Source: an optimization exercise on an open RTL-to-GDS flow (aim: small area). Production flows keep margins and buffers that such runs may drop.
The RTL was checked by simulation tests, not by an equivalence proof against the original design.
No activity file was given, so power comes from the tool's default toggle rates.

## lane 1
==> flow/design.v (excerpt) <==
module cnn_top #(
    parameter W = 128
)(
    input wire clk,
    input wire rst,
    input wire [7:0] pixel_in,
    input wire pixel_valid,
    output reg [7:0] pixel_out,
    output reg pixel_out_valid
);
export LEC_CHECK = 0
export CAP_MARGIN = 20
export CORE_MARGIN = 2
export CORE_UTILIZATION = 60
export SLEW_MARGIN = 20
create_clock -name core_clock -period 6.0 [get_ports {clk}]
standard.sh (not shown) runs the stock make flow with config.mk's settings and CLKGATE_MAP_FILE= SYNTH_SCRIPT=/design/flow/synth_recipe.tcl, a recipe that flattens the netlist after the stock synthesis.
==> flow/flow/run.sh <==
#!/bin/bash
# Standard ORFS layout with a leaner clock tree (no dummy loads for balancing, sink
# clusters of up to 20 flip-flops driven by clkbuf_4 sky130_fd_sc_hd__clkbuf_8) and plain buf_1 cells as port buffers.
set -euo pipefail
export CTS_ARGS="-sink_clustering_enable -repair_clock_nets -dont_use_dummy_load -buf_list {sky130_fd_sc_hd__clkbuf_4 sky130_fd_sc_hd__clkbuf_8} -sink_clustering_size 20 -sink_clustering_max_diameter 100"
export BUFFER_PORTS_ARGS="-buffer_cell sky130_fd_sc_hd__buf_1"
bash standard.sh > standard.log 2>&1
Lane 1: flow completed, timing, DRC and antenna clean
The inputs of lane 2 differ from those of lane 1 as listed below.
==> flow/flow/run.sh <==
#!/bin/bash
# Standard ORFS layout with a leaner clock tree (no dummy loads for balancing, sink
# clusters of up to 19 flip-flops driven by clkbuf_8) and plain buf_1 cells as port buffers.
set -euo pipefail
export CTS_ARGS="-sink_clustering_enable -repair_clock_nets -dont_use_dummy_load -buf_list sky130_fd_sc_hd__clkbuf_8 -sink_clustering_size 19 -sink_clustering_max_diameter 100"
export BUFFER_PORTS_ARGS="-buffer_cell sky130_fd_sc_hd__buf_1"
bash standard.sh > standard.log 2>&1
## What came out
Lane 1 and lane 2 ended up with roughly the same number of filler cells placed in the layout. Any difference in global-route usage over all layers between lane 1 and lane 2 is small enough to ignore. Wire length of the first global-routing pass across lane 1 and lane 2: no real change. Lane 2 vs lane 1, met1 wire length went up by about 0.5%.
### lane 2 -> lane 3
- a change of CORE_UTILIZATION from 60 to 65
==> flow/flow/run.sh <==
#!/bin/bash
# Standard ORFS layout with a leaner clock tree (no dummy loads for balancing, sink
# clusters of up to 20 flip-flops driven by clkbuf_8) and plain buf_1 cells as port buffers.
set -euo pipefail
export CTS_ARGS="-sink_clustering_enable -repair_clock_nets -dont_use_dummy_load -buf_list sky130_fd_sc_hd__clkbuf_8 -sink_clustering_size 20 -sink_clustering_max_diameter 100"
export BUFFER_PORTS_ARGS="-buffer_cell sky130_fd_sc_hd__buf_1"
bash standard.sh > standard.log 2>&1
Findings:
Lane 3 has completed all stages; timing, DRC and antenna checks passed. Compared with lane 2, the detailed router inserted fewer vias in lane 3. From lane 2 to lane 3 the numbers moved as follows: per-instance average area after synthesis saw little to no change; sequential cell area share saw little to no change; sum of routed wire segments on met1 saw little to no change; clock-buffer cell count saw a decrease. The global-route wire length before repair of lane 3 and that of lane 2 are within noise of each other. The power on lane 2 is in line with that on lane 3. Of lane 2 and lane 3, the higher core utilization belongs to lane 3.
Input-level comparison between lane 4 and lane 3:
- swapping 65 for 60 in CORE_UTILIZATION
==> flow/flow/run.sh <==
#!/bin/bash
# Standard ORFS layout with a leaner clock tree (no dummy loads for balancing, sink
# clusters of up to 19 flip-flops driven by clkbuf_4 sky130_fd_sc_hd__clkbuf_8) and plain buf_1 cells as port buffers.
set -euo pipefail
export CTS_ARGS="-sink_clustering_enable -repair_clock_nets -dont_use_dummy_load -buf_list {sky130_fd_sc_hd__clkbuf_4 sky130_fd_sc_hd__clkbuf_8} -sink_clustering_size 19 -sink_clustering_max_diameter 100"
export BUFFER_PORTS_ARGS="-buffer_cell sky130_fd_sc_hd__buf_1"
bash standard.sh > standard.log 2>&1
Results
- Lane 4 completed; timing, DRC and antenna clean
- Lane 4 ended up with pixel_out[3]$_SDFF_PP0_ as its destination of the critical timing path; lane 3 ended up with pixel_out[0]$_SDFF_PP0_.
- On maximum frequency, lane 3 and lane 4 are neck and neck.
- On final design instance area without fill, lane 4 tracks lane 3 almost exactly.
- Lane 4: clock-buffer cell count about 4.4% above lane 3
- Compared with lane 3, lane 4 shows number of buffers outside the clock class in the layout that has gone down by more than 10%.
- Lane 3 leaves more setup margin than lane 4.
- Diff lane 3 -> lane 4: clock share of power went up, routed length on met3 went up.

cnn_top, a different RTL version from the one above (not shown whole).
For scale: about 2300 cells after synthesis, about 2100 flip-flops, roughly 64000 µm² of cells after synthesis.
Settings: LEC_CHECK=0, CAP_MARGIN=20, CORE_MARGIN=2, CORE_UTILIZATION=45, SLEW_MARGIN=20; clock period 6.0 ns.
==> flow/flow/run.sh <==
#!/bin/bash
# Standard ORFS layout with a leaner clock tree: no dummy loads for balancing, and
# larger sink clusters driven by clkbuf_8.
set -euo pipefail
export CTS_ARGS="-sink_clustering_enable -repair_clock_nets -dont_use_dummy_load -buf_list sky130_fd_sc_hd__clkbuf_8 -sink_clustering_size 20 -sink_clustering_max_diameter 100"
bash standard.sh > standard.log 2>&1
Next try:
==> flow/run.sh (new file) <==
#!/bin/bash
# synth_recipe.tcl (not shown) runs the flow's synth.tcl, then flattens the netlist and writes it again
# the make line also repeats each setting of config.mk as NAME=value (left out here)
make -C /OpenROAD-flow-scripts/flow DESIGN_CONFIG=/design/flow/config.mk WORK_HOME=/design/flow/orfs CLKGATE_MAP_FILE= SYNTH_SCRIPT=/design/flow/synth_recipe.tcl finish
Settings changed: CTS_BUF_LIST set to sky130_fd_sc_hd__clkbuf_8, CTS_CLUSTER_DIAMETER set to 40, CTS_CLUSTER_SIZE set to 24.
removed: flow/flow/run.sh
removed: flow/standard.sh
What happened: The changed run ran to the end with no violations; fmax is higher by about 0.9%; non-clock buffer count does not change; global-route usage is higher by 0.35 points; routed wire length is higher by 2.4%; area after synthesis does not change; setup slack gets better by 0.048 ns; cell count is higher by 5.3%; clock skew is lower by 0.031 ns; combinational power barely changes; die area does not change.
Next try:
Settings changed: CTS_BUF_LIST sky130_fd_sc_hd__clkbuf_8 to sky130_fd_sc_hd__clkbuf_16, CTS_CLUSTER_DIAMETER 40 to 100, CTS_CLUSTER_SIZE 24 to 30.
What happened: Power drops by roughly a tenth; combinational power stays flat; count of clock-buffer cells in the layout came out lower by 105; routed wire length goes down by a few percent.
Next try:
Settings changed: CTS_CLUSTER_DIAMETER 100 to 60, CTS_CLUSTER_SIZE 30 to 40.
What happened: The changed run finished with timing, DRC and antenna clean; hold slack loses 0.0055 ns; global-route usage rose by 0.18 points; worst setup slack gains 0.029 ns; via count rose by about 2.2%.

## alpha
The RTL this note starts from:
==> flow/design.v <==
`timescale 1ns / 1ps
module line_buffers #(
    parameter W = 128
)(
    input  wire clk,
    input  wire [7:0] pixel_in,
    input  wire pixel_valid,
    output wire [7:0] top,      
    output wire [7:0] left,     
    output wire [7:0] center,   
    output wire [7:0] right,    
    output wire [7:0] bottom    
);
    localparam N = 2*W + 1;
    reg [8*N-1:0] taps;
    always @(posedge clk) begin
        if (pixel_valid)
            taps <= {taps[8*(N-1)-1:0], pixel_in};
    end
    assign bottom = taps[7:0];
    assign right  = taps[8*(W-1) +: 8];
    assign center = taps[8*W +: 8];
    assign left   = taps[8*(W+1) +: 8];
    assign top    = taps[8*(2*W) +: 8];
endmodule
`timescale 1ns / 1ps
module window_3x3 #(
    parameter W = 128
)(
    input  wire clk,
    input  wire rst,
    input  wire pixel_valid,
    output wire win_ok
);
    reg [6:0] col_cnt;      
    reg [1:0] row_cnt;    
    always @(posedge clk) begin
        if (rst) begin
            col_cnt <= 0;
            row_cnt <= 0;
        end
        else if (pixel_valid) begin
            if (col_cnt == W-1) begin
                col_cnt <= 0;
                if (row_cnt != 2'd2)
                    row_cnt <= row_cnt + 1'b1;
            end
            else
                col_cnt <= col_cnt + 1'b1;
        end
    end
    assign win_ok = (row_cnt == 2'd2) && (col_cnt >= 2);
endmodule
`timescale 1ns / 1ps
module conv_mac_3x3 (
    input  wire [7:0] top,
    input  wire [7:0] left,
    input  wire [7:0] center,
    input  wire [7:0] right,
    input  wire [7:0] bottom,
    output wire [7:0] result
);
    wire [9:0]  ring = top + left + right + bottom;
    wire [10:0] diff = {1'b0, center, 2'b00} - {1'b0, ring};
    assign result = diff[10] ? 8'd0 : (|diff[9:8]) ? 8'hFF : diff[7:0];
endmodule
`timescale 1ns / 1ps
module cnn_top #(
    parameter W = 128
)(
    input wire clk,
    input wire rst,
    input wire [7:0] pixel_in,
    input wire pixel_valid,
    output reg [7:0] pixel_out,
    output reg pixel_out_valid
);
    wire [7:0] top, left, center, right, bottom;
    wire [7:0] result;
    wire win_ok;
    line_buffers #(.W(W)) LB (
        .clk(clk),
        .pixel_in(pixel_in),
        .pixel_valid(pixel_valid),
        .top(top), .left(left), .center(center), .right(right), .bottom(bottom)
    );
    window_3x3 #(.W(W)) WG (
        .clk(clk), .rst(rst),
        .pixel_valid(pixel_valid),
        .win_ok(win_ok)
    );
    conv_mac_3x3 MAC (
        .top(top), .left(left), .center(center), .right(right), .bottom(bottom),
        .result(result)
    );
    always @(posedge clk) begin
        pixel_out <= result;
        pixel_out_valid <= !rst && pixel_valid && win_ok;
    end
endmodule
==> flow/config.mk <==
export PLATFORM = sky130hd
export DESIGN_NAME = cnn_top
export DESIGN_NICKNAME = cnn_top
export VERILOG_FILES = /design/flow/design.v
export SDC_FILE = /design/flow/constraint.sdc
export NUM_CORES = 4
export LEC_CHECK = 0
export CAP_MARGIN = 20
export CORE_MARGIN = 2
export CORE_UTILIZATION = 45
export SLEW_MARGIN = 20
==> flow/constraint.sdc <==
create_clock -name core_clock -period 6.0 [get_ports {clk}]
set_input_delay 1.2000 -clock core_clock [delete_from_list [all_inputs] [get_ports {clk}]]
set_output_delay 1.2000 -clock core_clock [all_outputs]
set_load 0.01 [all_outputs]
run.sh (not shown) runs the stock make flow with config.mk's settings and CLKGATE_MAP_FILE= SYNTH_SCRIPT=/design/flow/synth_recipe.tcl, a recipe that flattens the netlist after the stock synthesis.
Stock flow here: none of the scripts above is used.
Per the final summary, alpha finished and its layout is clean on timing, DRC and antenna.
Inputs modified between alpha and beta:
diff --git a/flow/config.mk b/flow/config.mk
--- a/flow/config.mk
+++ b/flow/config.mk
@@ -10,2 +10,5 @@
 export CORE_UTILIZATION = 45
+export CTS_BUF_LIST = sky130_fd_sc_hd__clkbuf_8
+export CTS_CLUSTER_DIAMETER = 60
+export CTS_CLUSTER_SIZE = 20
 export SLEW_MARGIN = 20
--- outcome ---
Per the comparison of beta with alpha, worst hold slack up 0.0043 ns; number of vias per cell up 0.044; final critical delay including setup and external delays up 0.010 ns; global router's overall resource usage down 0.31 points; layout overhead on the synthesized area down 5.7 points.
[compare] base=alpha new=beta: total number of multi-input combinational cells roughly the same; logic gate share of total power rose by 0.8 points; utilization after layout fell by 2.6 points; number of clock-tree buffers in the layout shrank by 114.
alpha and beta ended up with roughly the same first-iteration DRC count.
As far as floorplan die height goes, beta and alpha are indistinguishable; the numbers are identical.

## afterwards: timing with drivers on the ports
How much do the figures lean on ideal ports? The routed layouts below were timed once more, with nothing changed but the port constraints. Step 1 (the two cells are an assumption about what drives the block):
set clk [get_ports {clk}]
set_driving_cell -lib_cell sky130_fd_sc_hd__clkbuf_16 $clk
set_driving_cell -lib_cell sky130_fd_sc_hd__buf_2 [delete_from_list [all_inputs] $clk]
Step 2 moves the port delays by t, midway between the first and last clock arrival at a register: inputs arrive t later, outputs are due t later. That takes back most of the time a late clock gives input paths. Three values: no drivers, after step 1, after step 2; two values: the first two.
run	shift t [ns]	setup slack, ns	worst setup path at the end	worst slew at a driven data input, ns
lane 1	0.825	1.901 / 1.901 / 1.901	register to register	0.03
lane 2	0.842	1.901 / 1.901 / 1.901	register to register	0.03
lane 3	0.827	1.913 / 1.913 / 1.913	register to register	0.04
lane 4	0.842	1.901 / 1.901 / 1.901	register to register	0.03
the first run of note 2	0.856	0.668 / 0.668 / 0.668	register to register	0.25
the second run of note 2	0.931	0.716 / 0.716 / 0.716	register to register	0.23
the third run of note 2	0.753	0.715 / 0.715 / 0.715	register to register	0.18
the fourth run of note 2	0.788	0.744 / 0.744 / 0.744	register to register	0.21
alpha	0.841	0.722 / 0.722 / 0.722	register to register	0.22
beta	0.915	0.712 / 0.712 / 0.712	register to register	0.21
After both steps every run listed still meets setup and hold.
